Context: an optimization exercise on an open-source flow, tuned for small area. The choices shown serve that exercise and are no tape-out recipe.
No functional check of the RTL was part of any run shown here.

==> design/flow/config.mk <==
export PLATFORM = sky130hd
export DESIGN_NAME = sqrt_u32
export DESIGN_NICKNAME = sqrt_u32
export VERILOG_FILES = /design/flow/design.v
export SDC_FILE = /design/flow/constraint.sdc
export NUM_CORES = 4
export LEC_CHECK = 0
export ABC_AREA = 1
export CAP_MARGIN = 20
export CORE_MARGIN = 2
export CORE_UTILIZATION = 55
export CTS_BUF_LIST = sky130_fd_sc_hd__clkbuf_8
export GPL_TIMING_DRIVEN = 0
export PLACE_DENSITY = 0.65
export SETUP_SLACK_MARGIN = -0.5
export SLEW_MARGIN = 20
==> design/flow/constraint.sdc <==
create_clock -name core_clock -period 9.0 [get_ports {clk}]
set_input_delay 1.8000 -clock core_clock [delete_from_list [all_inputs] [get_ports {clk}]]
set_output_delay 1.8000 -clock core_clock [all_outputs]
set_load 0.01 [all_outputs]
==> design/flow/design.v <==
module sqrt_u32 (
    input  wire        clk,
    input  wire        rst_n,
    input  wire        valid_in,
    input  wire [31:0] data_i,
    output wire        valid_out,
    output wire [15:0] data_o
);
    reg [1:0] v;
    always @(posedge clk or negedge rst_n)
        if (!rst_n) v <= 2'd0;
        else v <= {v[0], valid_in};
    assign valid_out = v[1];
    wire [8:0] r8_d;
    reg  [8:0] r8_q;
    wire [7:0] q8_d;
    reg  [7:0] q8_q;
    wire [15:0] x8_d;
    reg  [15:0] x8_q;
    always @(posedge clk) begin
        r8_q <= r8_d;
        q8_q <= q8_d;
        x8_q <= x8_d;
    end
    wire [12:0] r12_d;
    reg  [12:0] r12_q;
    wire [11:0] q12_d;
    reg  [11:0] q12_q;
    wire [7:0] x12_d;
    reg  [7:0] x12_q;
    always @(posedge clk) begin
        r12_q <= r12_d;
        q12_q <= q12_d;
        x12_q <= x12_d;
    end
    sqrt_seg0 u_seg0 (.x0(data_i), .r8(r8_d), .q8(q8_d), .x8(x8_d));
    sqrt_seg1 u_seg1 (.r8(r8_q), .q8(q8_q), .x8(x8_q), .r12(r12_d), .q12(q12_d), .x12(x12_d));
    sqrt_seg2 u_seg2 (.r12(r12_q), .q12(q12_q), .x12(x12_q), .q16(data_o));
endmodule
module sqrt_seg0 (
    input  wire [31:0] x0,
    output wire [8:0] r8,
    output wire [7:0] q8,
    output wire [15:0] x8
);
    wire [1:0] t0 = x0[31:30];
    wire [1:0] d0 = t0 - 2'd1;
    wire ge0 = |t0;
    wire [1:0] r1 = ge0 ? d0[1:0] : t0[1:0];
    wire [29:0] x1 = x0[29:0];
    wire [0:0] q1 = ge0;
    wire [3:0] t1 = {r1, x1[29:28]};
    wire [3:0] n1 = {1'b1, ~q1, 2'b10};
    wire [4:0] c1;
    wire [3:0] d1;
    assign c1[0] = 1'b1;
    assign d1[0] = t1[0] ^ n1[0] ^ c1[0];
    assign c1[1] = (t1[0] & n1[0]) | (t1[0] & c1[0]) | (n1[0] & c1[0]);
    assign d1[1] = t1[1] ^ n1[1] ^ c1[1];
    assign c1[2] = (t1[1] & n1[1]) | (t1[1] & c1[1]) | (n1[1] & c1[1]);
    assign d1[2] = t1[2] ^ n1[2] ^ c1[2];
    assign c1[3] = (t1[2] & n1[2]) | (t1[2] & c1[2]) | (n1[2] & c1[2]);
    assign d1[3] = t1[3] ^ n1[3] ^ c1[3];
    assign c1[4] = (t1[3] & n1[3]) | (t1[3] & c1[3]) | (n1[3] & c1[3]);
    wire ge1 = c1[4];
    wire [2:0] r2 = ge1 ? d1[2:0] : t1[2:0];
    wire [27:0] x2 = x1[27:0];
    wire [1:0] q2 = {q1, ge1};
    wire [4:0] t2 = {r2, x2[27:26]};
    wire [4:0] n2 = {1'b1, ~q2, 2'b10};
    wire [5:0] c2;
    wire [4:0] d2;
    assign c2[0] = 1'b1;
    assign d2[0] = t2[0] ^ n2[0] ^ c2[0];
    assign c2[1] = (t2[0] & n2[0]) | (t2[0] & c2[0]) | (n2[0] & c2[0]);
    assign d2[1] = t2[1] ^ n2[1] ^ c2[1];
    assign c2[2] = (t2[1] & n2[1]) | (t2[1] & c2[1]) | (n2[1] & c2[1]);
    assign d2[2] = t2[2] ^ n2[2] ^ c2[2];
    assign c2[3] = (t2[2] & n2[2]) | (t2[2] & c2[2]) | (n2[2] & c2[2]);
    assign d2[3] = t2[3] ^ n2[3] ^ c2[3];
    assign c2[4] = (t2[3] & n2[3]) | (t2[3] & c2[3]) | (n2[3] & c2[3]);
    assign d2[4] = t2[4] ^ n2[4] ^ c2[4];
    assign c2[5] = (t2[4] & n2[4]) | (t2[4] & c2[4]) | (n2[4] & c2[4]);
    wire ge2 = c2[5];
    wire [3:0] r3 = ge2 ? d2[3:0] : t2[3:0];
    wire [25:0] x3 = x2[25:0];
    wire [2:0] q3 = {q2, ge2};
    wire [5:0] t3 = {r3, x3[25:24]};
    wire [5:0] n3 = {1'b1, ~q3, 2'b10};
    wire [6:0] c3;
    wire [5:0] d3;
    assign c3[0] = 1'b1;
    assign d3[0] = t3[0] ^ n3[0] ^ c3[0];
    assign c3[1] = (t3[0] & n3[0]) | (t3[0] & c3[0]) | (n3[0] & c3[0]);
    assign d3[1] = t3[1] ^ n3[1] ^ c3[1];
    assign c3[2] = (t3[1] & n3[1]) | (t3[1] & c3[1]) | (n3[1] & c3[1]);
    assign d3[2] = t3[2] ^ n3[2] ^ c3[2];
    assign c3[3] = (t3[2] & n3[2]) | (t3[2] & c3[2]) | (n3[2] & c3[2]);
    assign d3[3] = t3[3] ^ n3[3] ^ c3[3];
    assign c3[4] = (t3[3] & n3[3]) | (t3[3] & c3[3]) | (n3[3] & c3[3]);
    assign d3[4] = t3[4] ^ n3[4] ^ c3[4];
    assign c3[5] = (t3[4] & n3[4]) | (t3[4] & c3[4]) | (n3[4] & c3[4]);
    assign d3[5] = t3[5] ^ n3[5] ^ c3[5];
    assign c3[6] = (t3[5] & n3[5]) | (t3[5] & c3[5]) | (n3[5] & c3[5]);
    wire ge3 = c3[6];
    wire [4:0] r4 = ge3 ? d3[4:0] : t3[4:0];
    wire [23:0] x4 = x3[23:0];
    wire [3:0] q4 = {q3, ge3};
    wire [6:0] t4 = {r4, x4[23:22]};
    wire [6:0] n4 = {1'b1, ~q4, 2'b10};
    wire [7:0] c4;
    wire [6:0] d4;
    assign c4[0] = 1'b1;
    assign d4[0] = t4[0] ^ n4[0] ^ c4[0];
    assign c4[1] = (t4[0] & n4[0]) | (t4[0] & c4[0]) | (n4[0] & c4[0]);
    assign d4[1] = t4[1] ^ n4[1] ^ c4[1];
    assign c4[2] = (t4[1] & n4[1]) | (t4[1] & c4[1]) | (n4[1] & c4[1]);
    assign d4[2] = t4[2] ^ n4[2] ^ c4[2];
    assign c4[3] = (t4[2] & n4[2]) | (t4[2] & c4[2]) | (n4[2] & c4[2]);
    assign d4[3] = t4[3] ^ n4[3] ^ c4[3];
    assign c4[4] = (t4[3] & n4[3]) | (t4[3] & c4[3]) | (n4[3] & c4[3]);
    assign d4[4] = t4[4] ^ n4[4] ^ c4[4];
    assign c4[5] = (t4[4] & n4[4]) | (t4[4] & c4[4]) | (n4[4] & c4[4]);
    assign d4[5] = t4[5] ^ n4[5] ^ c4[5];
    assign c4[6] = (t4[5] & n4[5]) | (t4[5] & c4[5]) | (n4[5] & c4[5]);
    assign d4[6] = t4[6] ^ n4[6] ^ c4[6];
    assign c4[7] = (t4[6] & n4[6]) | (t4[6] & c4[6]) | (n4[6] & c4[6]);
    wire ge4 = c4[7];
    wire [5:0] r5 = ge4 ? d4[5:0] : t4[5:0];
    wire [21:0] x5 = x4[21:0];
    wire [4:0] q5 = {q4, ge4};
    wire [7:0] t5 = {r5, x5[21:20]};
    wire [7:0] n5 = {1'b1, ~q5, 2'b10};
    wire [8:0] c5;
    wire [7:0] d5;
    assign c5[0] = 1'b1;
    assign d5[0] = t5[0] ^ n5[0] ^ c5[0];
    assign c5[1] = (t5[0] & n5[0]) | (t5[0] & c5[0]) | (n5[0] & c5[0]);
    assign d5[1] = t5[1] ^ n5[1] ^ c5[1];
    assign c5[2] = (t5[1] & n5[1]) | (t5[1] & c5[1]) | (n5[1] & c5[1]);
    assign d5[2] = t5[2] ^ n5[2] ^ c5[2];
    assign c5[3] = (t5[2] & n5[2]) | (t5[2] & c5[2]) | (n5[2] & c5[2]);
    assign d5[3] = t5[3] ^ n5[3] ^ c5[3];
    assign c5[4] = (t5[3] & n5[3]) | (t5[3] & c5[3]) | (n5[3] & c5[3]);
    assign d5[4] = t5[4] ^ n5[4] ^ c5[4];
    assign c5[5] = (t5[4] & n5[4]) | (t5[4] & c5[4]) | (n5[4] & c5[4]);
    assign d5[5] = t5[5] ^ n5[5] ^ c5[5];
    assign c5[6] = (t5[5] & n5[5]) | (t5[5] & c5[5]) | (n5[5] & c5[5]);
    assign d5[6] = t5[6] ^ n5[6] ^ c5[6];
    assign c5[7] = (t5[6] & n5[6]) | (t5[6] & c5[6]) | (n5[6] & c5[6]);
    assign d5[7] = t5[7] ^ n5[7] ^ c5[7];
    assign c5[8] = (t5[7] & n5[7]) | (t5[7] & c5[7]) | (n5[7] & c5[7]);
    wire ge5 = c5[8];
    wire [6:0] r6 = ge5 ? d5[6:0] : t5[6:0];
    wire [19:0] x6 = x5[19:0];
    wire [5:0] q6 = {q5, ge5};
    wire [8:0] t6 = {r6, x6[19:18]};
    wire [8:0] n6 = {1'b1, ~q6, 2'b10};
    wire [9:0] c6;
    wire [8:0] d6;
    assign c6[0] = 1'b1;
    assign d6[0] = t6[0] ^ n6[0] ^ c6[0];
    assign c6[1] = (t6[0] & n6[0]) | (t6[0] & c6[0]) | (n6[0] & c6[0]);
    assign d6[1] = t6[1] ^ n6[1] ^ c6[1];
    assign c6[2] = (t6[1] & n6[1]) | (t6[1] & c6[1]) | (n6[1] & c6[1]);
    assign d6[2] = t6[2] ^ n6[2] ^ c6[2];
    assign c6[3] = (t6[2] & n6[2]) | (t6[2] & c6[2]) | (n6[2] & c6[2]);
    assign d6[3] = t6[3] ^ n6[3] ^ c6[3];
    assign c6[4] = (t6[3] & n6[3]) | (t6[3] & c6[3]) | (n6[3] & c6[3]);
    assign d6[4] = t6[4] ^ n6[4] ^ c6[4];
    assign c6[5] = (t6[4] & n6[4]) | (t6[4] & c6[4]) | (n6[4] & c6[4]);
    assign d6[5] = t6[5] ^ n6[5] ^ c6[5];
    assign c6[6] = (t6[5] & n6[5]) | (t6[5] & c6[5]) | (n6[5] & c6[5]);
    assign d6[6] = t6[6] ^ n6[6] ^ c6[6];
    assign c6[7] = (t6[6] & n6[6]) | (t6[6] & c6[6]) | (n6[6] & c6[6]);
    assign d6[7] = t6[7] ^ n6[7] ^ c6[7];
    assign c6[8] = (t6[7] & n6[7]) | (t6[7] & c6[7]) | (n6[7] & c6[7]);
    assign d6[8] = t6[8] ^ n6[8] ^ c6[8];
    assign c6[9] = (t6[8] & n6[8]) | (t6[8] & c6[8]) | (n6[8] & c6[8]);
    wire ge6 = c6[9];
    wire [7:0] r7 = ge6 ? d6[7:0] : t6[7:0];
    wire [17:0] x7 = x6[17:0];
    wire [6:0] q7 = {q6, ge6};
    wire [9:0] t7 = {r7, x7[17:16]};
    wire [9:0] n7 = {1'b1, ~q7, 2'b10};
    wire [10:0] c7;
    wire [9:0] d7;
    assign c7[0] = 1'b1;
    assign d7[0] = t7[0] ^ n7[0] ^ c7[0];
    assign c7[1] = (t7[0] & n7[0]) | (t7[0] & c7[0]) | (n7[0] & c7[0]);
    assign d7[1] = t7[1] ^ n7[1] ^ c7[1];
    assign c7[2] = (t7[1] & n7[1]) | (t7[1] & c7[1]) | (n7[1] & c7[1]);
    assign d7[2] = t7[2] ^ n7[2] ^ c7[2];
    assign c7[3] = (t7[2] & n7[2]) | (t7[2] & c7[2]) | (n7[2] & c7[2]);
    assign d7[3] = t7[3] ^ n7[3] ^ c7[3];
    assign c7[4] = (t7[3] & n7[3]) | (t7[3] & c7[3]) | (n7[3] & c7[3]);
    assign d7[4] = t7[4] ^ n7[4] ^ c7[4];
    assign c7[5] = (t7[4] & n7[4]) | (t7[4] & c7[4]) | (n7[4] & c7[4]);
    assign d7[5] = t7[5] ^ n7[5] ^ c7[5];
    assign c7[6] = (t7[5] & n7[5]) | (t7[5] & c7[5]) | (n7[5] & c7[5]);
    assign d7[6] = t7[6] ^ n7[6] ^ c7[6];
    assign c7[7] = (t7[6] & n7[6]) | (t7[6] & c7[6]) | (n7[6] & c7[6]);
    assign d7[7] = t7[7] ^ n7[7] ^ c7[7];
    assign c7[8] = (t7[7] & n7[7]) | (t7[7] & c7[7]) | (n7[7] & c7[7]);
    assign d7[8] = t7[8] ^ n7[8] ^ c7[8];
    assign c7[9] = (t7[8] & n7[8]) | (t7[8] & c7[8]) | (n7[8] & c7[8]);
    assign d7[9] = t7[9] ^ n7[9] ^ c7[9];
    assign c7[10] = (t7[9] & n7[9]) | (t7[9] & c7[9]) | (n7[9] & c7[9]);
    wire ge7 = c7[10];
    assign r8 = ge7 ? d7[8:0] : t7[8:0];
    assign x8 = x7[15:0];
    assign q8 = {q7, ge7};
endmodule
module sqrt_seg1 (
    input  wire [8:0] r8,
    input  wire [7:0] q8,
    input  wire [15:0] x8,
    output wire [12:0] r12,
    output wire [11:0] q12,
    output wire [7:0] x12
);
    wire [10:0] t8 = {r8, x8[15:14]};
    wire [10:0] n8 = {1'b1, ~q8, 2'b10};
    wire [11:0] c8;
    wire [10:0] d8;
    assign c8[0] = 1'b1;
    assign d8[0] = t8[0] ^ n8[0] ^ c8[0];
    assign c8[1] = (t8[0] & n8[0]) | (t8[0] & c8[0]) | (n8[0] & c8[0]);
    assign d8[1] = t8[1] ^ n8[1] ^ c8[1];
    assign c8[2] = (t8[1] & n8[1]) | (t8[1] & c8[1]) | (n8[1] & c8[1]);
    assign d8[2] = t8[2] ^ n8[2] ^ c8[2];
    assign c8[3] = (t8[2] & n8[2]) | (t8[2] & c8[2]) | (n8[2] & c8[2]);
    assign d8[3] = t8[3] ^ n8[3] ^ c8[3];
    assign c8[4] = (t8[3] & n8[3]) | (t8[3] & c8[3]) | (n8[3] & c8[3]);
    assign d8[4] = t8[4] ^ n8[4] ^ c8[4];
    assign c8[5] = (t8[4] & n8[4]) | (t8[4] & c8[4]) | (n8[4] & c8[4]);
    assign d8[5] = t8[5] ^ n8[5] ^ c8[5];
    assign c8[6] = (t8[5] & n8[5]) | (t8[5] & c8[5]) | (n8[5] & c8[5]);
    assign d8[6] = t8[6] ^ n8[6] ^ c8[6];
    assign c8[7] = (t8[6] & n8[6]) | (t8[6] & c8[6]) | (n8[6] & c8[6]);
    assign d8[7] = t8[7] ^ n8[7] ^ c8[7];
    assign c8[8] = (t8[7] & n8[7]) | (t8[7] & c8[7]) | (n8[7] & c8[7]);
    assign d8[8] = t8[8] ^ n8[8] ^ c8[8];
    assign c8[9] = (t8[8] & n8[8]) | (t8[8] & c8[8]) | (n8[8] & c8[8]);
    assign d8[9] = t8[9] ^ n8[9] ^ c8[9];
    assign c8[10] = (t8[9] & n8[9]) | (t8[9] & c8[9]) | (n8[9] & c8[9]);
    assign d8[10] = t8[10] ^ n8[10] ^ c8[10];
    assign c8[11] = (t8[10] & n8[10]) | (t8[10] & c8[10]) | (n8[10] & c8[10]);
    wire ge8 = c8[11];
    wire [9:0] r9 = t8[9:0] ^ ({10{ge8}} & (n8[9:0] ^ c8[9:0]));
    wire [13:0] x9 = x8[13:0];
    wire [8:0] q9 = {q8, ge8};
    wire [11:0] t9 = {r9, x9[13:12]};
    wire [11:0] n9 = {1'b1, ~q9, 2'b10};
    wire [12:0] c9;
    wire [11:0] d9;
    assign c9[0] = 1'b1;
    assign d9[0] = t9[0] ^ n9[0] ^ c9[0];
    assign c9[1] = (t9[0] & n9[0]) | (t9[0] & c9[0]) | (n9[0] & c9[0]);
    assign d9[1] = t9[1] ^ n9[1] ^ c9[1];
    assign c9[2] = (t9[1] & n9[1]) | (t9[1] & c9[1]) | (n9[1] & c9[1]);
    assign d9[2] = t9[2] ^ n9[2] ^ c9[2];
    assign c9[3] = (t9[2] & n9[2]) | (t9[2] & c9[2]) | (n9[2] & c9[2]);
    assign d9[3] = t9[3] ^ n9[3] ^ c9[3];
    assign c9[4] = (t9[3] & n9[3]) | (t9[3] & c9[3]) | (n9[3] & c9[3]);
    assign d9[4] = t9[4] ^ n9[4] ^ c9[4];
    assign c9[5] = (t9[4] & n9[4]) | (t9[4] & c9[4]) | (n9[4] & c9[4]);
    assign d9[5] = t9[5] ^ n9[5] ^ c9[5];
    assign c9[6] = (t9[5] & n9[5]) | (t9[5] & c9[5]) | (n9[5] & c9[5]);
    assign d9[6] = t9[6] ^ n9[6] ^ c9[6];
    assign c9[7] = (t9[6] & n9[6]) | (t9[6] & c9[6]) | (n9[6] & c9[6]);
    assign d9[7] = t9[7] ^ n9[7] ^ c9[7];
    assign c9[8] = (t9[7] & n9[7]) | (t9[7] & c9[7]) | (n9[7] & c9[7]);
    assign d9[8] = t9[8] ^ n9[8] ^ c9[8];
    assign c9[9] = (t9[8] & n9[8]) | (t9[8] & c9[8]) | (n9[8] & c9[8]);
    assign d9[9] = t9[9] ^ n9[9] ^ c9[9];
    assign c9[10] = (t9[9] & n9[9]) | (t9[9] & c9[9]) | (n9[9] & c9[9]);
    assign d9[10] = t9[10] ^ n9[10] ^ c9[10];
    assign c9[11] = (t9[10] & n9[10]) | (t9[10] & c9[10]) | (n9[10] & c9[10]);
    assign d9[11] = t9[11] ^ n9[11] ^ c9[11];
    assign c9[12] = (t9[11] & n9[11]) | (t9[11] & c9[11]) | (n9[11] & c9[11]);
    wire ge9 = c9[12];
    wire [10:0] r10 = t9[10:0] ^ ({11{ge9}} & (n9[10:0] ^ c9[10:0]));
    wire [11:0] x10 = x9[11:0];
    wire [9:0] q10 = {q9, ge9};
    wire [12:0] t10 = {r10, x10[11:10]};
    wire [12:0] n10 = {1'b1, ~q10, 2'b10};
    wire [13:0] c10;
    wire [12:0] d10;
    assign c10[0] = 1'b1;
    assign d10[0] = t10[0] ^ n10[0] ^ c10[0];
    assign c10[1] = (t10[0] & n10[0]) | (t10[0] & c10[0]) | (n10[0] & c10[0]);
    assign d10[1] = t10[1] ^ n10[1] ^ c10[1];
    assign c10[2] = (t10[1] & n10[1]) | (t10[1] & c10[1]) | (n10[1] & c10[1]);
    assign d10[2] = t10[2] ^ n10[2] ^ c10[2];
    assign c10[3] = (t10[2] & n10[2]) | (t10[2] & c10[2]) | (n10[2] & c10[2]);
    assign d10[3] = t10[3] ^ n10[3] ^ c10[3];
    assign c10[4] = (t10[3] & n10[3]) | (t10[3] & c10[3]) | (n10[3] & c10[3]);
    assign d10[4] = t10[4] ^ n10[4] ^ c10[4];
    assign c10[5] = (t10[4] & n10[4]) | (t10[4] & c10[4]) | (n10[4] & c10[4]);
    assign d10[5] = t10[5] ^ n10[5] ^ c10[5];
    assign c10[6] = (t10[5] & n10[5]) | (t10[5] & c10[5]) | (n10[5] & c10[5]);
    assign d10[6] = t10[6] ^ n10[6] ^ c10[6];
    assign c10[7] = (t10[6] & n10[6]) | (t10[6] & c10[6]) | (n10[6] & c10[6]);
    assign d10[7] = t10[7] ^ n10[7] ^ c10[7];
    assign c10[8] = (t10[7] & n10[7]) | (t10[7] & c10[7]) | (n10[7] & c10[7]);
    assign d10[8] = t10[8] ^ n10[8] ^ c10[8];
    assign c10[9] = (t10[8] & n10[8]) | (t10[8] & c10[8]) | (n10[8] & c10[8]);
    assign d10[9] = t10[9] ^ n10[9] ^ c10[9];
    assign c10[10] = (t10[9] & n10[9]) | (t10[9] & c10[9]) | (n10[9] & c10[9]);
    assign d10[10] = t10[10] ^ n10[10] ^ c10[10];
    assign c10[11] = (t10[10] & n10[10]) | (t10[10] & c10[10]) | (n10[10] & c10[10]);
    assign d10[11] = t10[11] ^ n10[11] ^ c10[11];
    assign c10[12] = (t10[11] & n10[11]) | (t10[11] & c10[11]) | (n10[11] & c10[11]);
    assign d10[12] = t10[12] ^ n10[12] ^ c10[12];
    assign c10[13] = (t10[12] & n10[12]) | (t10[12] & c10[12]) | (n10[12] & c10[12]);
    wire ge10 = c10[13];
    wire [11:0] r11 = t10[11:0] ^ ({12{ge10}} & (n10[11:0] ^ c10[11:0]));
    wire [9:0] x11 = x10[9:0];
    wire [10:0] q11 = {q10, ge10};
    wire [13:0] t11 = {r11, x11[9:8]};
    wire [13:0] n11 = {1'b1, ~q11, 2'b10};
    wire [14:0] c11;
    wire [13:0] d11;
    assign c11[0] = 1'b1;
    assign d11[0] = t11[0] ^ n11[0] ^ c11[0];
    assign c11[1] = (t11[0] & n11[0]) | (t11[0] & c11[0]) | (n11[0] & c11[0]);
    assign d11[1] = t11[1] ^ n11[1] ^ c11[1];
    assign c11[2] = (t11[1] & n11[1]) | (t11[1] & c11[1]) | (n11[1] & c11[1]);
    assign d11[2] = t11[2] ^ n11[2] ^ c11[2];
    assign c11[3] = (t11[2] & n11[2]) | (t11[2] & c11[2]) | (n11[2] & c11[2]);
    assign d11[3] = t11[3] ^ n11[3] ^ c11[3];
    assign c11[4] = (t11[3] & n11[3]) | (t11[3] & c11[3]) | (n11[3] & c11[3]);
    assign d11[4] = t11[4] ^ n11[4] ^ c11[4];
    assign c11[5] = (t11[4] & n11[4]) | (t11[4] & c11[4]) | (n11[4] & c11[4]);
    assign d11[5] = t11[5] ^ n11[5] ^ c11[5];
    assign c11[6] = (t11[5] & n11[5]) | (t11[5] & c11[5]) | (n11[5] & c11[5]);
    assign d11[6] = t11[6] ^ n11[6] ^ c11[6];
    assign c11[7] = (t11[6] & n11[6]) | (t11[6] & c11[6]) | (n11[6] & c11[6]);
    assign d11[7] = t11[7] ^ n11[7] ^ c11[7];
    assign c11[8] = (t11[7] & n11[7]) | (t11[7] & c11[7]) | (n11[7] & c11[7]);
    assign d11[8] = t11[8] ^ n11[8] ^ c11[8];
    assign c11[9] = (t11[8] & n11[8]) | (t11[8] & c11[8]) | (n11[8] & c11[8]);
    assign d11[9] = t11[9] ^ n11[9] ^ c11[9];
    assign c11[10] = (t11[9] & n11[9]) | (t11[9] & c11[9]) | (n11[9] & c11[9]);
    assign d11[10] = t11[10] ^ n11[10] ^ c11[10];
    assign c11[11] = (t11[10] & n11[10]) | (t11[10] & c11[10]) | (n11[10] & c11[10]);
    assign d11[11] = t11[11] ^ n11[11] ^ c11[11];
    assign c11[12] = (t11[11] & n11[11]) | (t11[11] & c11[11]) | (n11[11] & c11[11]);
    assign d11[12] = t11[12] ^ n11[12] ^ c11[12];
    assign c11[13] = (t11[12] & n11[12]) | (t11[12] & c11[12]) | (n11[12] & c11[12]);
    assign d11[13] = t11[13] ^ n11[13] ^ c11[13];
    assign c11[14] = (t11[13] & n11[13]) | (t11[13] & c11[13]) | (n11[13] & c11[13]);
    wire ge11 = c11[14];
    assign r12 = t11[12:0] ^ ({13{ge11}} & (n11[12:0] ^ c11[12:0]));
    assign x12 = x11[7:0];
    assign q12 = {q11, ge11};
endmodule
module sqrt_seg2 (
    input  wire [12:0] r12,
    input  wire [11:0] q12,
    input  wire [7:0] x12,
    output wire [15:0] q16
);
    wire [14:0] t12 = {r12, x12[7:6]};
    wire [14:0] n12 = {1'b1, ~q12, 2'b10};
    wire [15:0] c12;
    wire [14:0] d12;
    assign c12[0] = 1'b1;
    assign d12[0] = t12[0] ^ n12[0] ^ c12[0];
    assign c12[1] = (t12[0] & n12[0]) | (t12[0] & c12[0]) | (n12[0] & c12[0]);
    assign d12[1] = t12[1] ^ n12[1] ^ c12[1];
    assign c12[2] = (t12[1] & n12[1]) | (t12[1] & c12[1]) | (n12[1] & c12[1]);
    assign d12[2] = t12[2] ^ n12[2] ^ c12[2];
    assign c12[3] = (t12[2] & n12[2]) | (t12[2] & c12[2]) | (n12[2] & c12[2]);
    assign d12[3] = t12[3] ^ n12[3] ^ c12[3];
    assign c12[4] = (t12[3] & n12[3]) | (t12[3] & c12[3]) | (n12[3] & c12[3]);
    assign d12[4] = t12[4] ^ n12[4] ^ c12[4];
    assign c12[5] = (t12[4] & n12[4]) | (t12[4] & c12[4]) | (n12[4] & c12[4]);
    assign d12[5] = t12[5] ^ n12[5] ^ c12[5];
    assign c12[6] = (t12[5] & n12[5]) | (t12[5] & c12[5]) | (n12[5] & c12[5]);
    assign d12[6] = t12[6] ^ n12[6] ^ c12[6];
    assign c12[7] = (t12[6] & n12[6]) | (t12[6] & c12[6]) | (n12[6] & c12[6]);
    assign d12[7] = t12[7] ^ n12[7] ^ c12[7];
    assign c12[8] = (t12[7] & n12[7]) | (t12[7] & c12[7]) | (n12[7] & c12[7]);
    assign d12[8] = t12[8] ^ n12[8] ^ c12[8];
    assign c12[9] = (t12[8] & n12[8]) | (t12[8] & c12[8]) | (n12[8] & c12[8]);
    assign d12[9] = t12[9] ^ n12[9] ^ c12[9];
    assign c12[10] = (t12[9] & n12[9]) | (t12[9] & c12[9]) | (n12[9] & c12[9]);
    assign d12[10] = t12[10] ^ n12[10] ^ c12[10];
    assign c12[11] = (t12[10] & n12[10]) | (t12[10] & c12[10]) | (n12[10] & c12[10]);
    assign d12[11] = t12[11] ^ n12[11] ^ c12[11];
    assign c12[12] = (t12[11] & n12[11]) | (t12[11] & c12[11]) | (n12[11] & c12[11]);
    assign d12[12] = t12[12] ^ n12[12] ^ c12[12];
    assign c12[13] = (t12[12] & n12[12]) | (t12[12] & c12[12]) | (n12[12] & c12[12]);
    assign d12[13] = t12[13] ^ n12[13] ^ c12[13];
    assign c12[14] = (t12[13] & n12[13]) | (t12[13] & c12[13]) | (n12[13] & c12[13]);
    assign d12[14] = t12[14] ^ n12[14] ^ c12[14];
    assign c12[15] = (t12[14] & n12[14]) | (t12[14] & c12[14]) | (n12[14] & c12[14]);
    wire ge12 = c12[15];
    wire [13:0] r13 = ge12 ? d12[13:0] : t12[13:0];
    wire [5:0] x13 = x12[5:0];
    wire [12:0] q13 = {q12, ge12};
    wire [15:0] t13 = {r13, x13[5:4]};
    wire [15:0] n13 = {1'b1, ~q13, 2'b10};
    wire [16:0] c13;
    wire [15:0] d13;
    assign c13[0] = 1'b1;
    assign d13[0] = t13[0] ^ n13[0] ^ c13[0];
    assign c13[1] = (t13[0] & n13[0]) | (t13[0] & c13[0]) | (n13[0] & c13[0]);
    assign d13[1] = t13[1] ^ n13[1] ^ c13[1];
    assign c13[2] = (t13[1] & n13[1]) | (t13[1] & c13[1]) | (n13[1] & c13[1]);
    assign d13[2] = t13[2] ^ n13[2] ^ c13[2];
    assign c13[3] = (t13[2] & n13[2]) | (t13[2] & c13[2]) | (n13[2] & c13[2]);
    assign d13[3] = t13[3] ^ n13[3] ^ c13[3];
    assign c13[4] = (t13[3] & n13[3]) | (t13[3] & c13[3]) | (n13[3] & c13[3]);
    assign d13[4] = t13[4] ^ n13[4] ^ c13[4];
    assign c13[5] = (t13[4] & n13[4]) | (t13[4] & c13[4]) | (n13[4] & c13[4]);
    assign d13[5] = t13[5] ^ n13[5] ^ c13[5];
    assign c13[6] = (t13[5] & n13[5]) | (t13[5] & c13[5]) | (n13[5] & c13[5]);
    assign d13[6] = t13[6] ^ n13[6] ^ c13[6];
    assign c13[7] = (t13[6] & n13[6]) | (t13[6] & c13[6]) | (n13[6] & c13[6]);
    assign d13[7] = t13[7] ^ n13[7] ^ c13[7];
    assign c13[8] = (t13[7] & n13[7]) | (t13[7] & c13[7]) | (n13[7] & c13[7]);
    assign d13[8] = t13[8] ^ n13[8] ^ c13[8];
    assign c13[9] = (t13[8] & n13[8]) | (t13[8] & c13[8]) | (n13[8] & c13[8]);
    assign d13[9] = t13[9] ^ n13[9] ^ c13[9];
    assign c13[10] = (t13[9] & n13[9]) | (t13[9] & c13[9]) | (n13[9] & c13[9]);
    assign d13[10] = t13[10] ^ n13[10] ^ c13[10];
    assign c13[11] = (t13[10] & n13[10]) | (t13[10] & c13[10]) | (n13[10] & c13[10]);
    assign d13[11] = t13[11] ^ n13[11] ^ c13[11];
    assign c13[12] = (t13[11] & n13[11]) | (t13[11] & c13[11]) | (n13[11] & c13[11]);
    assign d13[12] = t13[12] ^ n13[12] ^ c13[12];
    assign c13[13] = (t13[12] & n13[12]) | (t13[12] & c13[12]) | (n13[12] & c13[12]);
    assign d13[13] = t13[13] ^ n13[13] ^ c13[13];
    assign c13[14] = (t13[13] & n13[13]) | (t13[13] & c13[13]) | (n13[13] & c13[13]);
    assign d13[14] = t13[14] ^ n13[14] ^ c13[14];
    assign c13[15] = (t13[14] & n13[14]) | (t13[14] & c13[14]) | (n13[14] & c13[14]);
    assign d13[15] = t13[15] ^ n13[15] ^ c13[15];
    assign c13[16] = (t13[15] & n13[15]) | (t13[15] & c13[15]) | (n13[15] & c13[15]);
    wire ge13 = c13[16];
    wire [14:0] r14 = ge13 ? d13[14:0] : t13[14:0];
    wire [3:0] x14 = x13[3:0];
    wire [13:0] q14 = {q13, ge13};
    wire [16:0] t14 = {r14, x14[3:2]};
    wire [16:0] n14 = {1'b1, ~q14, 2'b10};
    wire [17:0] c14;
    wire [16:0] d14;
    assign c14[0] = 1'b1;
    assign d14[0] = t14[0] ^ n14[0] ^ c14[0];
    assign c14[1] = (t14[0] & n14[0]) | (t14[0] & c14[0]) | (n14[0] & c14[0]);
    assign d14[1] = t14[1] ^ n14[1] ^ c14[1];
    assign c14[2] = (t14[1] & n14[1]) | (t14[1] & c14[1]) | (n14[1] & c14[1]);
    assign d14[2] = t14[2] ^ n14[2] ^ c14[2];
    assign c14[3] = (t14[2] & n14[2]) | (t14[2] & c14[2]) | (n14[2] & c14[2]);
    assign d14[3] = t14[3] ^ n14[3] ^ c14[3];
    assign c14[4] = (t14[3] & n14[3]) | (t14[3] & c14[3]) | (n14[3] & c14[3]);
    assign d14[4] = t14[4] ^ n14[4] ^ c14[4];
    assign c14[5] = (t14[4] & n14[4]) | (t14[4] & c14[4]) | (n14[4] & c14[4]);
    assign d14[5] = t14[5] ^ n14[5] ^ c14[5];
    assign c14[6] = (t14[5] & n14[5]) | (t14[5] & c14[5]) | (n14[5] & c14[5]);
    assign d14[6] = t14[6] ^ n14[6] ^ c14[6];
    assign c14[7] = (t14[6] & n14[6]) | (t14[6] & c14[6]) | (n14[6] & c14[6]);
    assign d14[7] = t14[7] ^ n14[7] ^ c14[7];
    assign c14[8] = (t14[7] & n14[7]) | (t14[7] & c14[7]) | (n14[7] & c14[7]);
    assign d14[8] = t14[8] ^ n14[8] ^ c14[8];
    assign c14[9] = (t14[8] & n14[8]) | (t14[8] & c14[8]) | (n14[8] & c14[8]);
    assign d14[9] = t14[9] ^ n14[9] ^ c14[9];
    assign c14[10] = (t14[9] & n14[9]) | (t14[9] & c14[9]) | (n14[9] & c14[9]);
    assign d14[10] = t14[10] ^ n14[10] ^ c14[10];
    assign c14[11] = (t14[10] & n14[10]) | (t14[10] & c14[10]) | (n14[10] & c14[10]);
    assign d14[11] = t14[11] ^ n14[11] ^ c14[11];
    assign c14[12] = (t14[11] & n14[11]) | (t14[11] & c14[11]) | (n14[11] & c14[11]);
    assign d14[12] = t14[12] ^ n14[12] ^ c14[12];
    assign c14[13] = (t14[12] & n14[12]) | (t14[12] & c14[12]) | (n14[12] & c14[12]);
    assign d14[13] = t14[13] ^ n14[13] ^ c14[13];
    assign c14[14] = (t14[13] & n14[13]) | (t14[13] & c14[13]) | (n14[13] & c14[13]);
    assign d14[14] = t14[14] ^ n14[14] ^ c14[14];
    assign c14[15] = (t14[14] & n14[14]) | (t14[14] & c14[14]) | (n14[14] & c14[14]);
    assign d14[15] = t14[15] ^ n14[15] ^ c14[15];
    assign c14[16] = (t14[15] & n14[15]) | (t14[15] & c14[15]) | (n14[15] & c14[15]);
    assign d14[16] = t14[16] ^ n14[16] ^ c14[16];
    assign c14[17] = (t14[16] & n14[16]) | (t14[16] & c14[16]) | (n14[16] & c14[16]);
    wire ge14 = c14[17];
    wire [17:0] a1_a = {d14[15:0], x14[1:0]};
    wire [17:0] a1_n = ~({1'b0, q14, 3'b101});
    wire [18:0] a1_c;
    assign a1_c[0] = 1'b1;
    assign a1_c[1] = (a1_a[0] & a1_n[0]) | (a1_a[0] & a1_c[0]) | (a1_n[0] & a1_c[0]);
    assign a1_c[2] = (a1_a[1] & a1_n[1]) | (a1_a[1] & a1_c[1]) | (a1_n[1] & a1_c[1]);
    assign a1_c[3] = (a1_a[2] & a1_n[2]) | (a1_a[2] & a1_c[2]) | (a1_n[2] & a1_c[2]);
    assign a1_c[4] = (a1_a[3] & a1_n[3]) | (a1_a[3] & a1_c[3]) | (a1_n[3] & a1_c[3]);
    assign a1_c[5] = (a1_a[4] & a1_n[4]) | (a1_a[4] & a1_c[4]) | (a1_n[4] & a1_c[4]);
    assign a1_c[6] = (a1_a[5] & a1_n[5]) | (a1_a[5] & a1_c[5]) | (a1_n[5] & a1_c[5]);
    assign a1_c[7] = (a1_a[6] & a1_n[6]) | (a1_a[6] & a1_c[6]) | (a1_n[6] & a1_c[6]);
    assign a1_c[8] = (a1_a[7] & a1_n[7]) | (a1_a[7] & a1_c[7]) | (a1_n[7] & a1_c[7]);
    assign a1_c[9] = (a1_a[8] & a1_n[8]) | (a1_a[8] & a1_c[8]) | (a1_n[8] & a1_c[8]);
    assign a1_c[10] = (a1_a[9] & a1_n[9]) | (a1_a[9] & a1_c[9]) | (a1_n[9] & a1_c[9]);
    assign a1_c[11] = (a1_a[10] & a1_n[10]) | (a1_a[10] & a1_c[10]) | (a1_n[10] & a1_c[10]);
    assign a1_c[12] = (a1_a[11] & a1_n[11]) | (a1_a[11] & a1_c[11]) | (a1_n[11] & a1_c[11]);
    assign a1_c[13] = (a1_a[12] & a1_n[12]) | (a1_a[12] & a1_c[12]) | (a1_n[12] & a1_c[12]);
    assign a1_c[14] = (a1_a[13] & a1_n[13]) | (a1_a[13] & a1_c[13]) | (a1_n[13] & a1_c[13]);
    assign a1_c[15] = (a1_a[14] & a1_n[14]) | (a1_a[14] & a1_c[14]) | (a1_n[14] & a1_c[14]);
    assign a1_c[16] = (a1_a[15] & a1_n[15]) | (a1_a[15] & a1_c[15]) | (a1_n[15] & a1_c[15]);
    assign a1_c[17] = (a1_a[16] & a1_n[16]) | (a1_a[16] & a1_c[16]) | (a1_n[16] & a1_c[16]);
    assign a1_c[18] = (a1_a[17] & a1_n[17]) | (a1_a[17] & a1_c[17]) | (a1_n[17] & a1_c[17]);
    wire a1 = a1_c[18];
    wire [17:0] a0_a = {t14[15:0], x14[1:0]};
    wire [17:0] a0_n = ~({1'b0, q14, 3'b001});
    wire [18:0] a0_c;
    assign a0_c[0] = 1'b1;
    assign a0_c[1] = (a0_a[0] & a0_n[0]) | (a0_a[0] & a0_c[0]) | (a0_n[0] & a0_c[0]);
    assign a0_c[2] = (a0_a[1] & a0_n[1]) | (a0_a[1] & a0_c[1]) | (a0_n[1] & a0_c[1]);
    assign a0_c[3] = (a0_a[2] & a0_n[2]) | (a0_a[2] & a0_c[2]) | (a0_n[2] & a0_c[2]);
    assign a0_c[4] = (a0_a[3] & a0_n[3]) | (a0_a[3] & a0_c[3]) | (a0_n[3] & a0_c[3]);
    assign a0_c[5] = (a0_a[4] & a0_n[4]) | (a0_a[4] & a0_c[4]) | (a0_n[4] & a0_c[4]);
    assign a0_c[6] = (a0_a[5] & a0_n[5]) | (a0_a[5] & a0_c[5]) | (a0_n[5] & a0_c[5]);
    assign a0_c[7] = (a0_a[6] & a0_n[6]) | (a0_a[6] & a0_c[6]) | (a0_n[6] & a0_c[6]);
    assign a0_c[8] = (a0_a[7] & a0_n[7]) | (a0_a[7] & a0_c[7]) | (a0_n[7] & a0_c[7]);
    assign a0_c[9] = (a0_a[8] & a0_n[8]) | (a0_a[8] & a0_c[8]) | (a0_n[8] & a0_c[8]);
    assign a0_c[10] = (a0_a[9] & a0_n[9]) | (a0_a[9] & a0_c[9]) | (a0_n[9] & a0_c[9]);
    assign a0_c[11] = (a0_a[10] & a0_n[10]) | (a0_a[10] & a0_c[10]) | (a0_n[10] & a0_c[10]);
    assign a0_c[12] = (a0_a[11] & a0_n[11]) | (a0_a[11] & a0_c[11]) | (a0_n[11] & a0_c[11]);
    assign a0_c[13] = (a0_a[12] & a0_n[12]) | (a0_a[12] & a0_c[12]) | (a0_n[12] & a0_c[12]);
    assign a0_c[14] = (a0_a[13] & a0_n[13]) | (a0_a[13] & a0_c[13]) | (a0_n[13] & a0_c[13]);
    assign a0_c[15] = (a0_a[14] & a0_n[14]) | (a0_a[14] & a0_c[14]) | (a0_n[14] & a0_c[14]);
    assign a0_c[16] = (a0_a[15] & a0_n[15]) | (a0_a[15] & a0_c[15]) | (a0_n[15] & a0_c[15]);
    assign a0_c[17] = (a0_a[16] & a0_n[16]) | (a0_a[16] & a0_c[16]) | (a0_n[16] & a0_c[16]);
    assign a0_c[18] = (a0_a[17] & a0_n[17]) | (a0_a[17] & a0_c[17]) | (a0_n[17] & a0_c[17]);
    wire a0 = a0_c[18];
    wire ge15 = ge14 ? a1 : a0;
    assign q16 = {q14, ge14, ge15};
endmodule
==> design/flow/flow/run.sh <==
#!/bin/bash
# Standard layout (standard.sh) with its own logic mapping:
# - synthesis skips Yosys's full-adder extraction (ADDER_MAP_FILE empty), so ABC maps the
#   carry chains itself;
# - ABC runs flow/area.abc instead of ORFS's script. Everything else in synthesis (registers,
#   flattening, renaming) is the standard synthesis script, patched only at the abc call.
# - input and output ports get the smallest buffer (buf_1).
export BUFFER_PORTS_ARGS="-buffer_cell sky130_fd_sc_hd__buf_1"
# - clock tree without dummy loads.
export CTS_ARGS="-sink_clustering_enable -repair_clock_nets -buf_list sky130_fd_sc_hd__clkbuf_8 -dont_use_dummy_load"
set -euo pipefail
here=$(pwd)
sed 's|^\(\s*\)log_cmd abc {\*}$abc_args|\1log_cmd abc {*}[lreplace $abc_args 1 1 $::env(MY_ABC_SCRIPT)]|' \
  "$FLOW_HOME/scripts/synth.tcl" > "$here/synth_abc.tcl"
grep -q 'MY_ABC_SCRIPT' "$here/synth_abc.tcl"
sed "s|\$::env(SCRIPTS_DIR)/synth.tcl|$here/synth_abc.tcl|" synth_recipe.tcl > "$here/synth_recipe_abc.tcl"
grep -q synth_abc.tcl "$here/synth_recipe_abc.tcl"
sed "s|SYNTH_SCRIPT=[^ ]*|SYNTH_SCRIPT=$here/synth_recipe_abc.tcl|" standard.sh > "$here/standard_abc.sh"
export ADDER_MAP_FILE=
export MY_ABC_SCRIPT="$here/flow/area.abc"
bash "$here/standard_abc.sh" > standard.log 2>&1
==> design/flow/flow/area.abc <==
strash
dch
map -B 0.9
topo
stime -c
buffer -c
dnsize -c
==> design/flow/standard.sh <==
#!/bin/bash
# synth_recipe.tcl (not shown) runs the flow's synth.tcl, then flattens the netlist and writes it again
# the make line also repeats each setting of config.mk as NAME=value (left out here)
make -C /OpenROAD-flow-scripts/flow DESIGN_CONFIG=/design/flow/config.mk WORK_HOME=/design/flow/orfs CLKGATE_MAP_FILE= SYNTH_SCRIPT=/design/flow/synth_recipe.tcl "${@:-finish}"
==> results of run 1 <==
## layout make-up
class	instances	area [sq um]
Multi-Input combinational cell	853	4688
Fill cell	1012	3196
Timing Repair Buffer	116	691.9
Buffer	18	113.9
Tap cell	140	175.2
Inverter	122	466.7
Sequential cell	68	1385
Clock buffer	9	123.9
## registers in the layout, summed over array words and instances, names as in the netlist
signal	flops
x8_q	16
r12_q	13
q12_q	12
r8_q	9
q8_q	8
x12_q	8
v	2
## metrics by stage
stage | cells | hold WS (ps) | TNS, ps | setup slack (ps)
after floorplan | 1063 | 309.6 | 0 | 139.1
after global placement | 1254 | 310.1 | -14180 | -1285
after detailed placement | 1254 | 312.1 | -14340 | -1300
after CTS | 1296 | 322.2 | -5028 | -553.2
after global routing | 1326 | 325.8 | -12240 | -831.8
final | 1326 | 316.5 | -285.0 | -220.7
## cell usage after synthesis (8+ instances only)
cell type / count / area (sq um)
a21oi_1: 12 / 60.06
and2_1: 10 / 62.56
clkbuf_1: 12 / 45.04
dfxtp_1: 66 / 1321
inv_1: 121 / 454.2
nand2_1: 475 / 1783
nand3_1: 87 / 435.4
nor2_1: 38 / 142.6
o211ai_1: 9 / 67.56
o21ai_0: 57 / 285.3
o221ai_1: 8 / 70.07
or2_2: 25 / 156.4
xnor2_1: 34 / 297.8
xor2_1: 63 / 551.8
## worst max path at each step
stage,to,from,cells past startpoint
after floorplan,data_o[0],x12_q[7],74
after global placement,r8_q[2],data_i[30],69
after detailed placement,data_o[0],x12_q[6],75
after CTS,data_o[0],x12_q[6],79
after global routing,data_o[0],x12_q[6],73
final,data_o[0],x12_q[6],69
## layer usage
layer	share of wire [%]	global-route usage, %	vias up
met4	3.1	8.137	0
met3	2.8	3.467	30
met2	49	46.10	113
li1	-	-	3584
met5	0	0	-
met1	45	29.62	2982
## kinds of logic after synthesis
family	synth area share [%]
mux	0.3489
flops	22.50
fa+ha+maj	0.1642
xor+xnor	13.94
simple gates	42.92
compound gates	10.98
buf+inv	9.154
## critical path: cells and delay by family, from the launching register on
| family | cells | cell delay (ps) |
|---|---|---|
| AOI/OAI and AO/OA | 10 | 1150 |
| xor gates and xnor gates | 2 | 250 |
| buffers and inverters | 20 | 2370 |
| DFF | 1 | 350 |
| and+or+nand+nor | 37 | 2900 |
## what timing repair did
| action | CTS | global route |
|---|---|---|
| resized for setup | 46 | 158 |
| pin swaps | 16 | 73 |
| setup buffers | 36 | 37 |
| gates cloned | 0 | 2 |
| setup endpoints to repair | 12 | 26 |
==> results.yml, run 1 <==
outcome:
  outcome: "failed layout checks"
  violations: "setup timing"
cts:
  ctsHoldBuffers: 0
  htree_levels: 3
  cts_buffer_depth: 2
  cts.sinks: 68
  cts_root_buf: "clkbuf_8"
  cts_tree: "yes"
  cts_buffers: 9
  worstSkewPairLatency_ps: 350
  path_clk_slew_ps: 70
place:
  io_buffers: 51
  gp_congestion: 0.8376
  place_area_sq_um: 6462
  dp_hpwl_um: 10980
critical_path:
  slowest_stage: "dfxtp_4"
  cp_common_cell: "nand2_2"
  r2r_start: "q8_q[0]"
  cpPeakStageDelay_ps: 350
  crit_fanout: 3
  cp-end-kind: "primary output"
  start_kind: "flop"
  required_ps: 7200
  critPathKind: "flop to primary output"
  worstPathArrival_ps: 7420
  rrSetupSlack_ps: 1040
  worst-r2r-cell-count: 78
  r2r_end: "r12_q[6]"
logic_synthesis:
  yosys_warnings: 1
  mappedNetlistArea_sq_um: 6096
  synth_enable_flop_cells: 0
  ys_ff_latch: 68
  ys_async_sr_fraction_pct: 2.941
  synthFlopType: "dfxtp_1"
  syn_area_per_cell_sq_um: 5.735
  syn_inst: 1063
  synth_cell_type_count: 37
  synth-seq-area-share_pct: 22.50
  synth_fp_nets: 1098
die:
  die_area_sq_um: 11940
  core_region_area_sq_um: 10840
  initial_utilization_pct: 56.23
  dieWidth_um: 109.3
  die_h_um: 109.3
  rows: 38
  pin_count: 52
timing:
  period_share_pct: 102.5
  setup_violations: 2
  finClkSkew_ps: 21.62
  max_slew_margin_pct: 45.29
  fmax_mhz: 108.5
  hold_violations: 0
  final.setup.worst_slack_ps: -220.7
  rsz0062_at_grt: "yes"
  tightest_slew_ps: 820.6
  min_period_ps: 9221
  drv_slew: 0
final_layout:
  layout.nets: 1223
  final_cell_area_sq_um: 7645
  diodes: 0
  final_common_cell: "nand2_1"
  final_cell_mix: "399 x nand2_1, 111 x inv_1, 83 x nand3_1"
  final_util_pct: 70.52
  area_growth_pct: 25.41
  drive_gt1_share_pct: 21.84
grt:
  grt_overflow: 0
  grt_pass1_wl_um: 23900
  grt_pass1_vias: 5796
  grt_max_degree: 15
  antenna_found_initial: 0
  grt.total_usage_pct: 24.99
route:
  dr.pass1.iters: 6
  ant_nets: 0
  drtIter0Drc: 289
  viasPerCell: 5.060
  wire_per_inst_um: 11.69
  wl_um: 15510
  detailroute.via_count: 6709
  drc_errors: 0
min_path:
  hold_end: "x12_q[7]"
  hold_start: "x8_q[7]"
  hp-class: "flop to flop"
  hold_depth: 0
run:
  max-cap-violations: 0
==> run 2, diff against run 1 <==
--- a/design/flow/design.v
+++ b/design/flow/design.v
@@ -24,16 +24,16 @@
     end
-    wire [12:0] r12_d;
-    reg  [12:0] r12_q;
-    wire [11:0] q12_d;
-    reg  [11:0] q12_q;
-    wire [7:0] x12_d;
-    reg  [7:0] x12_q;
+    wire [13:0] r13_d;
+    reg  [13:0] r13_q;
+    wire [12:0] q13_d;
+    reg  [12:0] q13_q;
+    wire [5:0] x13_d;
+    reg  [5:0] x13_q;
     always @(posedge clk) begin
-        r12_q <= r12_d;
-        q12_q <= q12_d;
-        x12_q <= x12_d;
+        r13_q <= r13_d;
+        q13_q <= q13_d;
+        x13_q <= x13_d;
     end
     sqrt_seg0 u_seg0 (.x0(data_i), .r8(r8_d), .q8(q8_d), .x8(x8_d));
-    sqrt_seg1 u_seg1 (.r8(r8_q), .q8(q8_q), .x8(x8_q), .r12(r12_d), .q12(q12_d), .x12(x12_d));
-    sqrt_seg2 u_seg2 (.r12(r12_q), .q12(q12_q), .x12(x12_q), .q16(data_o));
+    sqrt_seg1 u_seg1 (.r8(r8_q), .q8(q8_q), .x8(x8_q), .r13(r13_d), .q13(q13_d), .x13(x13_d));
+    sqrt_seg2 u_seg2 (.r13(r13_q), .q13(q13_q), .x13(x13_q), .q16(data_o));
 endmodule
@@ -153,3 +153,3 @@
     wire ge5 = c5[8];
-    wire [6:0] r6 = ge5 ? d5[6:0] : t5[6:0];
+    wire [6:0] r6 = t5[6:0] ^ ({7{ge5}} & (n5[6:0] ^ c5[6:0]));
     wire [19:0] x6 = x5[19:0];
@@ -180,3 +180,3 @@
     wire ge6 = c6[9];
-    wire [7:0] r7 = ge6 ? d6[7:0] : t6[7:0];
+    wire [7:0] r7 = t6[7:0] ^ ({8{ge6}} & (n6[7:0] ^ c6[7:0]));
     wire [17:0] x7 = x6[17:0];
@@ -209,3 +209,3 @@
     wire ge7 = c7[10];
-    assign r8 = ge7 ? d7[8:0] : t7[8:0];
+    assign r8 = t7[8:0] ^ ({9{ge7}} & (n7[8:0] ^ c7[8:0]));
     assign x8 = x7[15:0];
@@ -217,5 +217,5 @@
     input  wire [15:0] x8,
-    output wire [12:0] r12,
-    output wire [11:0] q12,
-    output wire [7:0] x12
+    output wire [13:0] r13,
+    output wire [12:0] q13,
+    output wire [5:0] x13
 );
@@ -249,3 +249,3 @@
     wire ge8 = c8[11];
-    wire [9:0] r9 = t8[9:0] ^ ({10{ge8}} & (n8[9:0] ^ c8[9:0]));
+    wire [9:0] r9 = ge8 ? d8[9:0] : t8[9:0];
     wire [13:0] x9 = x8[13:0];
@@ -282,3 +282,3 @@
     wire ge9 = c9[12];
-    wire [10:0] r10 = t9[10:0] ^ ({11{ge9}} & (n9[10:0] ^ c9[10:0]));
+    wire [10:0] r10 = ge9 ? d9[10:0] : t9[10:0];
     wire [11:0] x10 = x9[11:0];
@@ -317,3 +317,3 @@
     wire ge10 = c10[13];
-    wire [11:0] r11 = t10[11:0] ^ ({12{ge10}} & (n10[11:0] ^ c10[11:0]));
+    wire [11:0] r11 = ge10 ? d10[11:0] : t10[11:0];
     wire [9:0] x11 = x10[9:0];
@@ -354,12 +354,5 @@
     wire ge11 = c11[14];
-    assign r12 = t11[12:0] ^ ({13{ge11}} & (n11[12:0] ^ c11[12:0]));
-    assign x12 = x11[7:0];
-    assign q12 = {q11, ge11};
-endmodule
-module sqrt_seg2 (
-    input  wire [12:0] r12,
-    input  wire [11:0] q12,
-    input  wire [7:0] x12,
-    output wire [15:0] q16
-);
+    wire [12:0] r12 = ge11 ? d11[12:0] : t11[12:0];
+    wire [7:0] x12 = x11[7:0];
+    wire [11:0] q12 = {q11, ge11};
     wire [14:0] t12 = {r12, x12[7:6]};
@@ -400,5 +393,12 @@
     wire ge12 = c12[15];
-    wire [13:0] r13 = ge12 ? d12[13:0] : t12[13:0];
-    wire [5:0] x13 = x12[5:0];
-    wire [12:0] q13 = {q12, ge12};
+    assign r13 = ge12 ? d12[13:0] : t12[13:0];
+    assign x13 = x12[5:0];
+    assign q13 = {q12, ge12};
+endmodule
+module sqrt_seg2 (
+    input  wire [13:0] r13,
+    input  wire [12:0] q13,
+    input  wire [5:0] x13,
+    output wire [15:0] q16
+);
     wire [15:0] t13 = {r13, x13[5:4]};
==> design/flow/flow/area.abc (replaced) <==
strash
dc2
dch
map -B 0.9
topo
stime -c
buffer -c
dnsize -c
==> run 2 against run 1 <==
The run now finishes clean. Non-clock buffer count fell by 55. Clock skew fell by 1.2 ps. Design area fell by 9.0%. Register-to-register slack got worse by 250 ps. First-iteration DRC count rose by 17%. Synthesized area rose by 2.2%. Sequential share of layout area rose by 1.6 points.
==> results.yml, run 2 <==
critical_path:
  worstPathArrival_ps: 8970
  cp-end-kind: "flop"
  critPathKind: "input pin to flop"
  cpPeakStageDelay_ps: 430
  start_kind: "input pin"
  cp_common_cell: "nand2_1"
  r2r_end: "r13_q[7]"
  slowest_stage: "o21ai_0"
  required_ps: 9230
  rrSetupSlack_ps: 790
  critical_path.endpoint: "r8_q[2]"
  worst-r2r-cell-count: 71
  crit_fanout: 10
  cp-startpoint: "data_i[31]"
  r2r_start: "q8_q[0]"
route:
  drc_errors: 0
  wire_per_inst_um: 10.80
  dr.pass1.iters: 5
  wl_um: 14080
  detailroute.via_count: 6505
  ant_nets: 0
  drtIter0Drc: 339
  viasPerCell: 4.992
final_layout:
  final_common_cell: "nand2_1"
  final_cell_mix: "403 x nand2_1, 140 x inv_1, 97 x nand3_1"
  num-fill-cells: 1122
  reg_top3: "x8_q: 16 flops, r13_q: 14 flops, q13_q: 13 flops"
  final_cell_area_sq_um: 6958
  layout.nets: 1200
  largest_reg_flops: 16
  largest-register: "x8_q"
  diodes: 0
  final_util_pct: 63.63
  area_growth_pct: 11.71
  drive_gt1_share_pct: 8.856
timing:
  fmax_mhz: 114.4
  setup_violations: 0
  max_slew_margin_pct: 64.80
  hold_violations: 0
  min_period_ps: 8744
  finClkSkew_ps: 20.45
  tightest_slew_ps: 522.5
  period_share_pct: 97.16
  drv_slew: 0
  setup_tns_ps: 0
cts:
  cts_buffers: 9
  path_clk_slew_ps: 70
  cts_root_buf: "clkbuf_8"
  cts_tree: "yes"
  worstSkewPairLatency_ps: 360
  cts.sinks: 68
  htree_levels: 3
  ctsHoldBuffers: 0
  cts_buffer_depth: 2
logic_synthesis:
  yosysMostFrequentCell: "nand2_1"
  synth_cell_type_count: 35
  syn_inst: 1090
  synthTopCellsByCount: "409 x nand2_1, 146 x inv_1, 100 x nand3_1"
  mappedNetlistArea_sq_um: 6228
  synth.largest_area_cell: "nand2_1"
  ys_ff_latch: 68
  syn_area_per_cell_sq_um: 5.714
  synth-seq-area-share_pct: 22.02
  synthFlopType: "dfxtp_1"
  synthTopCellsByArea: "nand2_1 25%, dfxtp_1 21%, inv_1 8.8%, nand3_1 8.0%, o21ai_0 8.0%"
  synth_top_area_share_pct: 24.65
  yosys_warnings: 1
  synth_fp_nets: 1125
  ys_async_sr_fraction_pct: 2.941
  synth_enable_flop_cells: 0
run:
  max-cap-violations: 0
grt:
  grt_overflow: 0
  gr-usage-met2_pct: 40.00
  grt_busiest_layer: "met2"
  antenna_found_initial: 0
  grt_pass1_wl_um: 23710
  grt_util_met3_pct: 4.665
  grt_pass1_vias: 5645
  grt_util_met1_pct: 28.36
  grt.total_usage_pct: 23.10
  grt_max_degree: 14
place:
  gp_congestion: 0.8361
  dp_hpwl_um: 11360
  place_area_sq_um: 6595
  io_buffers: 51
die:
  core_region_area_sq_um: 10940
  pin_count: 52
  rows: 38
  initial_utilization_pct: 56.96
  die_h_um: 110.4
  die_area_sq_um: 12190
  dieWidth_um: 110.4
min_path:
  hp-class: "flop to flop"
outcome:
  outcome: "finished clean"
run 2: cell types whose count changed in the layout (fill, tap and decap cells not counted), moves of 6 or more:
cell,change
a21oi_1,+13
and2_1,-10
buf_4,-50
inv_1,+29
nand2_2,-65
nand2_4,-6
nand3_1,+14
nor2_1,+30
nor2_2,-8
o21ai_0,+46
run 2: timing repair:
item / in CTS / in global routing
pin swaps: 2 / 9
buffers inserted: 4 / 10
setup endpoints to repair: 10 / 25
resized for setup: 4 / 60
run 2: layout make-up:
cell class	instances	area [sq um]	area share [%]
flip-flops and latches	68	1375	19.76
clock buffers	9	123.9	1.780
repair buffers	65	300.3	4.316
plain buffers	14	71.32	1.025
well taps	140	175.2	2.518
multi-input cells	861	4364	62.72
inverters	146	548.0	7.876
run 2: worst min-delay path by stage:
stage | depth (start not counted) | start | endpoint
after floorplan | 0 | x8_q[0] | x13_q[0]
after global placement | 0 | x8_q[1] | x13_q[1]
after detailed placement | 0 | x8_q[2] | x13_q[2]
after CTS | 0 | x8_q[2] | x13_q[2]
after global routing | 0 | x8_q[2] | x13_q[2]
final | 0 | x8_q[2] | x13_q[2]
run 2: layer usage:
metal | share of wire [%] | routed length (um) | up-vias
li1 | - | - | 3594
met1 | 48 | 6765 | 2806
met2 | 46 | 6500 | 84
met3 | 3.8 | 528 | 21
met4 | 2.0 | 281 | 0
met5 | 0 | 0 | -
run 2: metrics by stage:
stage / cells / hold WS (ps) / setup WS (ps)
5_1_grt: 1303 / 338.9 / -618.2
6_report: 1303 / 328.1 / 255.7
3_3_place_gp: 1281 / 310.3 / -1235
3_5_place_dp: 1281 / 312.1 / -1357
4_1_cts: 1294 / 329.5 / -497.0
2_1_floorplan: 1090 / 309.6 / 459.8
run 2: logic make-up after synthesis:
| group | after synthesis | share of synthesized area [%] |
|---|---|---|
| AOI/OAI and AO/OA | 152 | 13.50 |
| adders and majority gates | 1 | 0.1607 |
| xor gates and xnor gates | 92 | 12.94 |
| DFF | 68 | 22.02 |
| buffers and inverters | 161 | 9.924 |
| and+or+nand+nor | 613 | 40.96 |
| muxes | 3 | 0.5022 |
run 2: worst max-delay path, delay by kind of cell:
family	cells	cell delay [ps]
buffers and inverters	7	910
AO/OA/AOI/OAI	12	1720
XOR/XNOR	2	380
AND/OR/NAND/NOR	39	4110

-- what the ideal ports hide --
In the flow no input, the clock included, has a driving cell. The finished layouts below were timed again as built, in two steps. Step 1, drivers: a clkbuf_16 drives clk and a buf_2 each remaining input, both assumed. Step 2 moves the port delays by t, midway between the first and last clock arrival at a register: inputs arrive t later, outputs are due t later. That takes back most of the time a late clock gives input paths. Three values: no drivers, after step 1, after step 2; two values: the first two.
| run | t, ns | setup slack, ns | worst hold slack (ns) | clock arrival spread, ns | pins driven straight from the clock port |
|---|---|---|---|---|---|
| run 1 | 0.370 | -0.221 / -0.256 / -0.298 | 0.317 / 0.317 / 0.317 | 0.023 / 0.022 | 1 |
| run 2 | 0.388 | 0.256 / 0.271 / -0.117 | 0.328 / 0.328 / 0.328 | 0.022 / 0.022 | 1 |
With both steps, setup timing fails in run 2, where it was met with ideal ports. For run 2, which loses most, drivers alone change the setup slack by +0.015 ns; drivers and shift together by -0.373 ns.
